This design comes from an exercise in tuning for small area, a short achievable clock period and few clock cycles on the open sky130 flow, not from production work.
RTL that was checked went through simulation tests only; none was proved equivalent to the original.
The flow treats the clock pin as an ideal source. Dropping or thinning the clock tree relies on that and would not hold on a real chip.
Power is estimated from default activity; no workload was simulated.

==> module LZ77_Encoder, before the edit <==
module LZ77_Encoder(clk,reset,chardata,valid,encode,finish,offset,match_len,char_nxt);
input               clk;
input               reset;
input       [7:0]   chardata;
output  reg         valid;
output              encode;
output  reg         finish;
output  reg [3:0]   offset;
output  reg [2:0]   match_len;
output      [7:0]   char_nxt;
reg  [7:0] hist [0:9];
reg  [8:0] dead;
reg  [2:0] k;
integer j;
assign encode   = 1'b1;
assign char_nxt = hist[1];
reg  [9:0] hv;
wire [8:0] eq;
genvar g;
generate
    for (g = 1; g <= 9; g = g + 1) begin : cmp
        assign eq[g-1] = hv[g] & (hist[0] == hist[g]);
    end
endgenerate
wire [8:0] nm   = ~dead & eq;
wire       emit = (nm == 9'd0) | (k == 3'd7);
wire       live = hv[0];
wire       last = live & (hist[0] == 8'h24);
reg  [3:0] best;
always @(*) begin
    best = 4'd0;
    for (j = 0; j < 9; j = j + 1)
        if (!dead[j]) best = j;
end
wire [2:0] k_inc = {k[2] ^ (k[1] & k[0]), k[1] ^ k[0], ~k[0]};
always @(posedge clk) begin
    hist[0] <= chardata;
    for (j = 1; j <= 9; j = j + 1)
        hist[j] <= hist[j-1];
    match_len <= k;
    offset    <= best & {4{|k}};
    valid     <= ~reset & live & emit & ~finish;
    finish    <= ~reset & (finish | last);
end
always @(posedge clk or posedge reset) begin
    if (reset)
        hv <= 10'd0;
    else
        hv <= {hv[8:0], 1'b1};
end
always @(posedge clk) begin
    if (emit) begin
        dead <= 9'd0;
        k    <= 3'd0;
    end else begin
        dead <= ~nm;
        k    <= k_inc;
    end
end
endmodule
export LEC_CHECK = 0
export CAP_MARGIN = 20
export CORE_MARGIN = 2
export CORE_UTILIZATION = 50
export PLACE_DENSITY = 0.6
export SLEW_MARGIN = 20
create_clock -name core_clock -period 10.0 [get_ports {clk}]
standard.sh (not shown) runs the stock make flow with config.mk's settings and CLKGATE_MAP_FILE= SYNTH_SCRIPT=/design/flow/synth_recipe.tcl, a recipe that flattens the netlist after the stock synthesis.
==> flow/flow/run.sh <==
#!/bin/bash
# Standard ORFS layout, except: small fast port buffers, a tighter setup repair
# target, and a hand-built one-level clock tree (flow/manual_cts.tcl) in place of TritonCTS.
set -euo pipefail
KNOBS=$(cat flow/knobs.txt)
eval bash standard.sh $KNOBS PRE_CTS_TCL=$PWD/flow/manual_cts.tcl finish > standard_flow.log 2>&1
Other scripts of this flow, unchanged in this note and not shown: flow/flow/knobs.txt, flow/flow/manual_cts.tcl
Next try:
==> flow/design.v (replaced) <==
module LZ77_Encoder(clk,reset,chardata,valid,encode,finish,offset,match_len,char_nxt);
input               clk;
input               reset;
input       [7:0]   chardata;
output  reg         valid;
output              encode;
output  reg         finish;
output  reg [3:0]   offset;
output  reg [2:0]   match_len;
output      [7:0]   char_nxt;
reg  [7:0] hist [0:9];
reg  [3:0] age;
reg  [8:0] dead;
reg  [2:0] k;
integer j;
assign encode   = 1'b1;
assign char_nxt = hist[1];
reg  [8:0] hv;
always @(*) begin
    case (age)
        4'd0, 4'd1: hv = 9'b000000000;
        4'd2:       hv = 9'b000000001;
        4'd3:       hv = 9'b000000011;
        4'd4:       hv = 9'b000000111;
        4'd5:       hv = 9'b000001111;
        4'd6:       hv = 9'b000011111;
        4'd7:       hv = 9'b000111111;
        4'd8:       hv = 9'b001111111;
        4'd9:       hv = 9'b011111111;
        default:    hv = 9'b111111111;
    endcase
end
wire [8:0] eq;
genvar g;
generate
    for (g = 1; g <= 9; g = g + 1) begin : cmp
        assign eq[g-1] = hv[g-1] & (hist[0] == hist[g]);
    end
endgenerate
wire [8:0] nm   = ~dead & eq;
wire       emit = (nm == 9'd0) | (k == 3'd7);
wire       live = (age != 4'd0);
wire       last = live & (hist[0] == 8'h24);
reg  [3:0] best;
always @(*) begin
    best = 4'd0;
    for (j = 0; j < 9; j = j + 1)
        if (!dead[j]) best = j;
end
wire [2:0] k_inc = {k[2] ^ (k[1] & k[0]), k[1] ^ k[0], ~k[0]};
wire [3:0] age_inc = (age == 4'd10) ? age :
                     {age[3] ^ (age[2] & age[1] & age[0]), age[2] ^ (age[1] & age[0]),
                      age[1] ^ age[0], ~age[0]};
always @(posedge clk) begin
    hist[0] <= chardata;
    for (j = 1; j <= 9; j = j + 1)
        hist[j] <= hist[j-1];
    match_len <= k;
    offset    <= (k == 3'd0) ? 4'd0 : best;
    valid     <= ~reset & live & emit & ~finish;
    finish    <= ~reset & (finish | last);
end
always @(posedge clk or posedge reset) begin
    if (reset) begin
        age  <= 4'd0;
        dead <= 9'd0;
        k    <= 3'd0;
    end else begin
        age <= age_inc;
        if (emit) begin
            dead <= 9'd0;
            k    <= 3'd0;
        end else begin
            dead <= ~nm;
            k    <= k_inc;
        end
    end
end
endmodule
After rerunning:
- flip-flop and latch count came out lower by 6
- power falls by a few percent
- die area came out higher by a few percent
- worst setup slack hardly moves
- core utilization climbs by 0.78 points
Testbench counts after the change, summed over its fixed seeds: cycles 49,224.
Only the layout flow was run in the first run of this note; the RTL was not checked for function there. In every run of this note, the design's own scripts or RTL, not TritonCTS, make the clock network.

Setup of v21:
Another version of the RTL of LZ77_Encoder (not shown whole).
For scale: roughly 280 cells after synthesis, ~100 flip-flops, about 3300 um2 of cells after synthesis.
==> module LZ77_Encoder, before the edit <==
module LZ77_Encoder(clk,reset,chardata,valid,encode,finish,offset,match_len,char_nxt);
input               clk;
input               reset;
input       [7:0]   chardata;
output  reg         valid;
output              encode;
output  reg         finish;
output  reg [3:0]   offset;
output  reg [2:0]   match_len;
output      [7:0]   char_nxt;
reg  [7:0] hist [0:8];
reg  [8:0] hv;
reg        eq9l, eq9h;
reg        eq1;
reg  [8:0] dead;
reg  [2:0] k;
integer j;
assign encode   = 1'b1;
assign char_nxt = hist[1];
wire [8:0] eq;
genvar g;
generate
    for (g = 2; g <= 8; g = g + 1) begin : cmp
        assign eq[g-1] = hv[g] & (hist[0] == hist[g]);
    end
endgenerate
assign eq[0] = hv[1] & eq1;
assign eq[8] = eq9l & eq9h;
wire       live = hv[0];
wire [8:0] nm   = ~dead & eq;
wire       emit = (nm == 9'd0) | (k == 3'd7) | ~live;
wire       last = live & (hist[0] == 8'h24);
reg  [3:0] best;
always @(*) begin
    best = 4'd0;
    for (j = 0; j < 9; j = j + 1)
        if (!dead[j]) best = j;
end
wire [2:0] k_inc = {k[2] ^ (k[1] & k[0]), k[1] ^ k[0], ~k[0]};
always @(posedge clk) begin
    hist[0] <= chardata;
    for (j = 1; j <= 8; j = j + 1)
        hist[j] <= hist[j-1];
    eq1       <= (chardata == hist[0]);
    eq9l      <= hv[8] & (chardata[3:0] == hist[8][3:0]);
    eq9h      <= (chardata[7:4] == hist[8][7:4]);
    match_len <= k;
    offset    <= best & {4{|k}};
    valid     <= ~reset & live & emit & ~finish;
    finish    <= ~reset & (finish | last);
end
reg  [3:0] c;
always @(*) begin
    hv[0] = c[3] | c[2] | c[1] | c[0];
    hv[1] = c[3] | c[2] | c[1];
    hv[2] = c[3] | c[2] | (c[1] & c[0]);
    hv[3] = c[3] | c[2];
    hv[4] = c[3] | (c[2] & (c[1] | c[0]));
    hv[5] = c[3] | (c[2] & c[1]);
    hv[6] = c[3] | (c[2] & c[1] & c[0]);
    hv[7] = c[3];
    hv[8] = c[3] & c[0];
end
wire [3:0] c_inc = {c[3] | (c[2] & c[1] & c[0]), c[2] ^ (c[1] & c[0]), c[1] ^ c[0], ~c[0] | c[3]};
always @(posedge clk) begin
    c <= reset ? 4'd0 : c_inc;
end
always @(posedge clk) begin
    if (emit) begin
        dead <= 9'd0;
        k    <= 3'd0;
    end else begin
        dead <= ~nm;
        k    <= k_inc;
    end
end
endmodule
Settings: LEC_CHECK=0, CAP_MARGIN=20, CORE_MARGIN=2, CORE_UTILIZATION=50, PLACE_DENSITY=0.6, SLEW_MARGIN=20; clock period 10.0 ns.
==> flow/flow/run.sh <==
#!/bin/bash
# Standard ORFS layout (the standard.sh, standard synthesis), except:
#  - port buffers are sky130_fd_sc_hd__buf_2 and may be resized across footprints;
#  - a tighter setup repair target (SETUP_SLACK_MARGIN in knobs.txt);
#  - a hand-built one-level clock tree (flow/manual_cts.tcl) in place of TritonCTS;
#  - after CTS, cells with slack to spare are downsized (flow/post_cts.tcl).
# The whole make output goes to standard_flow.log; ORFS keeps each step's log
# under orfs/logs/.
set -euo pipefail
KNOBS=$(cat flow/knobs.txt)
eval bash standard.sh $KNOBS PRE_CTS_TCL=$PWD/flow/manual_cts.tcl POST_CTS_TCL=$PWD/flow/post_cts.tcl finish > standard_flow.log 2>&1
Other scripts of this flow, unchanged in this note and not shown: flow/flow/knobs.txt, flow/flow/manual_cts.tcl, flow/flow/post_cts.tcl
Testbench counts of v21, summed over its fixed seeds: cycles 49,224.
diff inputs: v21 => v19
-- flow/design.v --
<<< v21, line 50
    finish    <= ~reset & (finish | last);
end
reg  [3:0] c;
always @(*) begin
    hv[0] = c[3] | c[2] | c[1] | c[0];
    hv[1] = c[3] | c[2] | c[1];
    hv[2] = c[3] | c[2] | (c[1] & c[0]);
    hv[3] = c[3] | c[2];
    hv[4] = c[3] | (c[2] & (c[1] | c[0]));
    hv[5] = c[3] | (c[2] & c[1]);
    hv[6] = c[3] | (c[2] & c[1] & c[0]);
    hv[7] = c[3];
    hv[8] = c[3] & c[0];
end
wire [3:0] c_inc = {c[3] | (c[2] & c[1] & c[0]), c[2] ^ (c[1] & c[0]), c[1] ^ c[0], ~c[0] | c[3]};
always @(posedge clk) begin
    c <= reset ? 4'd0 : c_inc;
end
always @(posedge clk) begin
>>> v19, line 50
    finish    <= ~reset & (finish | last);
end
reg  [8:0] hs;
always @(*) begin
    for (j = 0; j < 9; j = j + 1)
        hv[j] = (j % 2) ? ~hs[j] : hs[j];
end
always @(posedge clk) begin
    hs[0] <= ~reset;
    for (j = 1; j < 9; j = j + 1)
        if (j % 2) hs[j] <= ~(~reset & hs[j-1]);
        else       hs[j] <= ~(reset | hs[j-1]);
end
always @(posedge clk) begin
Findings:
- v19: done, clean on timing, DRC and antenna
- On worst setup slack, v19 does better than v21.
- Number of filler instances in the final layout: v21 and v19 compared, higher one is v19
- Relative to v21, the post-synthesis instance area of v19 is higher by about 1.4%.
- Relative to v21, clock share of power has increased by 0.2 points in v19.
- v19 against v21; area of the core is up slightly.
- Summary of v19 over v21: global-route usage decreased 0.68 points; vias after detailed routing decreased 83.
Testbench counts of v19, summed over its fixed seeds: cycles 49,224.
No run of this note takes its clock network from TritonCTS; it comes from the design's own scripts or RTL.

LZ77_Encoder, a different RTL version from the one above (not shown whole).
For scale: roughly 110 flip-flops, ~28 I/O pins, ~3600 µm² of cells after synthesis.
==> module LZ77_Encoder, before the edit <==
module LZ77_Encoder(clk,reset,chardata,valid,encode,finish,offset,match_len,char_nxt);
input               clk;
input               reset;
input       [7:0]   chardata;
output  reg         valid;
output              encode;
output  reg         finish;
output  reg [3:0]   offset;
output  reg [2:0]   match_len;
output      [7:0]   char_nxt;
reg  [7:0] hist [0:9];
reg  [3:0] age;
reg  [8:0] mask;
reg  [2:0] k;
integer j;
assign encode   = 1'b1;
assign char_nxt = hist[1];
wire [8:0] eq;
genvar g;
generate
    for (g = 1; g <= 9; g = g + 1) begin : cmp
        assign eq[g-1] = (age > g) & (hist[0] == hist[g]);
    end
endgenerate
wire [8:0] nm   = mask & eq;
wire       emit = (nm == 9'd0) | (k == 3'd7);
wire       live = (age != 4'd0);
wire       last = live & (hist[0] == 8'h24);
reg  [3:0] best;
always @(*) begin
    best = 4'd0;
    for (j = 0; j < 9; j = j + 1)
        if (mask[j]) best = j;
end
always @(posedge clk) begin
    hist[0] <= chardata;
    for (j = 1; j <= 9; j = j + 1)
        hist[j] <= hist[j-1];
    match_len <= k;
    offset    <= (k == 3'd0) ? 4'd0 : best;
    valid     <= ~reset & live & emit & ~finish;
    finish    <= ~reset & (finish | last);
end
always @(posedge clk or posedge reset) begin
    if (reset) begin
        age  <= 4'd0;
        mask <= 9'h1ff;
        k    <= 3'd0;
    end else begin
        if (age != 4'd10) age <= age + 4'd1;
        if (emit) begin
            mask <= 9'h1ff;
            k    <= 3'd0;
        end else begin
            mask <= nm;
            k    <= k + 3'd1;
        end
    end
end
endmodule
clock: 10.0 ns
lec_check: 0
cap_margin: 20
core_margin: 2
core_utilization: 50
place_density: 0.6
slew_margin: 20
==> flow/flow/run.sh <==
#!/bin/bash
# Standard ORFS layout, except: small fast port buffers, a tighter setup repair
# target, and a hand-built one-level clock tree (flow/manual_cts.tcl) in place of TritonCTS.
set -euo pipefail
KNOBS=$(cat flow/knobs.txt)
eval bash standard.sh $KNOBS PRE_CTS_TCL=$PWD/flow/manual_cts.tcl finish > standard_flow.log 2>&1
Other scripts of this flow, unchanged in this note and not shown: flow/flow/knobs.txt, flow/flow/manual_cts.tcl
The baseline passed the timing, design-rule and antenna checks.
Next try:
==> flow/design.v (replaced) <==
module LZ77_Encoder(clk,reset,chardata,valid,encode,finish,offset,match_len,char_nxt);
input               clk;
input               reset;
input       [7:0]   chardata;
output  reg         valid;
output              encode;
output  reg         finish;
output  reg [3:0]   offset;
output  reg [2:0]   match_len;
output      [7:0]   char_nxt;
reg  [7:0] hist [0:9];
reg  [3:0] age;
reg  [8:0] dead;
reg  [2:0] k;
integer j;
assign encode   = 1'b1;
assign char_nxt = hist[1];
reg  [8:0] hv;
always @(*) begin
    case (age)
        4'd0, 4'd1: hv = 9'b000000000;
        4'd2:       hv = 9'b000000001;
        4'd3:       hv = 9'b000000011;
        4'd4:       hv = 9'b000000111;
        4'd5:       hv = 9'b000001111;
        4'd6:       hv = 9'b000011111;
        4'd7:       hv = 9'b000111111;
        4'd8:       hv = 9'b001111111;
        4'd9:       hv = 9'b011111111;
        default:    hv = 9'b111111111;
    endcase
end
wire [8:0] eq;
genvar g;
generate
    for (g = 1; g <= 9; g = g + 1) begin : cmp
        assign eq[g-1] = hv[g-1] & (hist[0] == hist[g]);
    end
endgenerate
wire [8:0] nm   = ~dead & eq;
wire       emit = (nm == 9'd0) | (k == 3'd7);
wire       live = (age != 4'd0);
wire       last = live & (hist[0] == 8'h24);
reg  [3:0] best;
always @(*) begin
    best = 4'd0;
    for (j = 0; j < 9; j = j + 1)
        if (!dead[j]) best = j;
end
wire [2:0] k_inc = {k[2] ^ (k[1] & k[0]), k[1] ^ k[0], ~k[0]};
wire [3:0] age_inc = (age == 4'd10) ? age :
                     {age[3] ^ (age[2] & age[1] & age[0]), age[2] ^ (age[1] & age[0]),
                      age[1] ^ age[0], ~age[0]};
always @(posedge clk) begin
    hist[0] <= chardata;
    for (j = 1; j <= 9; j = j + 1)
        hist[j] <= hist[j-1];
    match_len <= k;
    offset    <= (k == 3'd0) ? 4'd0 : best;
    valid     <= ~reset & live & emit & ~finish;
    finish    <= ~reset & (finish | last);
end
always @(posedge clk or posedge reset) begin
    if (reset) begin
        age  <= 4'd0;
        dead <= 9'd0;
        k    <= 3'd0;
    end else begin
        age <= age_inc;
        if (emit) begin
            dead <= 9'd0;
            k    <= 3'd0;
        end else begin
            dead <= ~nm;
            k    <= k_inc;
        end
    end
end
endmodule
After rerunning:
- The new run ran to the end with no violations
- worst setup slack improved by 0.010 ns
- design area barely changes
- core utilization is higher by 0.15 points
- total power hardly moves
- sequential share of layout area drops by 0.44 points
- synthesized cell count came out higher by about 2.8%
- sequential cell count stays the same
- hold slack loses 0.0082 ns
- die area climbs by about 0.6%
- area after synthesis increases by about 0.6%
- via count is higher by 0.31%
- final cell count went up by 2.2%
Testbench counts after the change, summed over its fixed seeds: cycles 49,224.
The RTL of the first run of this note was laid out without a check of its function. In every run of this note, the design's own scripts or RTL, not TritonCTS, make the clock network.

LZ77_Encoder with an RTL version that a note above also has.
Size: roughly 280 cells after synthesis, ~28 I/O pins, ~3300 µm² of cells after synthesis.
clock: 10.0 ns
lec_check: 0
cap_margin: 20
core_margin: 2
core_utilization: 50
place_density: 0.6
slew_margin: 20
==> flow/flow/run.sh <==
#!/bin/bash
# Standard ORFS layout (the standard.sh, standard synthesis), except:
#  - port buffers are sky130_fd_sc_hd__buf_2 and may be resized across footprints;
#  - a tighter setup repair target (SETUP_SLACK_MARGIN in knobs.txt);
#  - a hand-built one-level clock tree (flow/manual_cts.tcl) in place of TritonCTS;
#  - after CTS, cells with slack to spare are downsized (flow/post_cts.tcl).
# The whole make output goes to standard_flow.log; ORFS keeps each step's log
# under orfs/logs/.
set -euo pipefail
KNOBS=$(cat flow/knobs.txt)
eval bash standard.sh $KNOBS PRE_CTS_TCL=$PWD/flow/manual_cts.tcl POST_CTS_TCL=$PWD/flow/post_cts.tcl finish > standard_flow.log 2>&1
Other scripts of this flow, unchanged in this note and not shown: flow/flow/knobs.txt, flow/flow/manual_cts.tcl, flow/flow/post_cts.tcl
The first run completed with no timing, DRC or antenna violations.
Testbench counts at the start, summed over its fixed seeds: cycles 49,224.
Edit:
--- a/flow/design.v
+++ b/flow/design.v
@@ -48,23 +48,18 @@
     offset    <= best & {4{|k}};
     valid     <= ~reset & live & emit & ~finish;
     finish    <= ~reset & (finish | last);
 end
-reg  [3:0] c;
+reg  [8:0] hs;
 always @(*) begin
-    hv[0] = c[3] | c[2] | c[1] | c[0];
-    hv[1] = c[3] | c[2] | c[1];
-    hv[2] = c[3] | c[2] | (c[1] & c[0]);
-    hv[3] = c[3] | c[2];
-    hv[4] = c[3] | (c[2] & (c[1] | c[0]));
-    hv[5] = c[3] | (c[2] & c[1]);
-    hv[6] = c[3] | (c[2] & c[1] & c[0]);
-    hv[7] = c[3];
-    hv[8] = c[3] & c[0];
+    for (j = 0; j < 9; j = j + 1)
+        hv[j] = (j % 2) ? ~hs[j] : hs[j];
 end
-wire [3:0] c_inc = {c[3] | (c[2] & c[1] & c[0]), c[2] ^ (c[1] & c[0]), c[1] ^ c[0], ~c[0] | c[3]};
 always @(posedge clk) begin
-    c <= reset ? 4'd0 : c_inc;
+    hs[0] <= ~reset;
+    for (j = 1; j < 9; j = j + 1)
+        if (j % 2) hs[j] <= ~(~reset & hs[j-1]);
+        else       hs[j] <= ~(reset | hs[j-1]);
 end
 always @(posedge clk) begin
     if (emit) begin
         dead <= 9'd0;
Maximum frequency is higher by 2.1%.
Area after synthesis is higher by 1.4%.
Cell area is higher by 1.0%.
Via count is lower by 4.7%.
Utilization is higher by 0.26 points.
Global-route usage is lower by 0.61 points.
Power is higher by 2.5%.
Combinational power is lower by 16%.
First-iteration DRC count is lower by 7.8%.
Final cell count does not change.
Flip-flop and latch count is higher by 5.
Testbench counts after the change, summed over its fixed seeds: cycles 49,224.
In every run of this note, the design's own scripts or RTL, not TritonCTS, make the clock network.

-- port drivers added, routing unchanged --
The results above use ideal ports. As a check the final layouts listed here were re-extracted and re-timed, cells and wires unchanged.
Step 1 assumes that a clkbuf_16 drives the clock port and a buf_2 every other input.
Step 2 also shifts input and output timing later by t, the mid clock arrival at the registers, as if the neighbouring blocks saw the same clock.
Slacks: ideal ports / drivers / drivers and shift; pairs: ideal ports / drivers.
run	t, ns	setup slack, ns	worst slew at a driven data input, ns
the first run of note 1	0.215	7.340 / 7.258 / 7.473	0.03
the second run of note 1	0.215	7.339 / 7.254 / 7.469	0.03
v21	0.211	7.366 / 7.286 / 7.309	0.05
v19	0.209	7.386 / 7.306 / 7.355	0.03
the first run of note 3	0.230	7.344 / 7.269 / 7.444	0.03
the second run of note 3	0.235	7.354 / 7.274 / 7.489	0.03
the first run of note 4	0.211	7.332 / 7.286 / 7.178	0.03
the second run of note 4	0.208	7.386 / 7.306 / 7.278	0.03
After both steps setup and hold are still met in every run listed. The setup slack of the first run of note 4, which loses most, moves by -0.046 ns with the drivers and by -0.154 ns with both steps. Setup slack includes reset recovery checks.
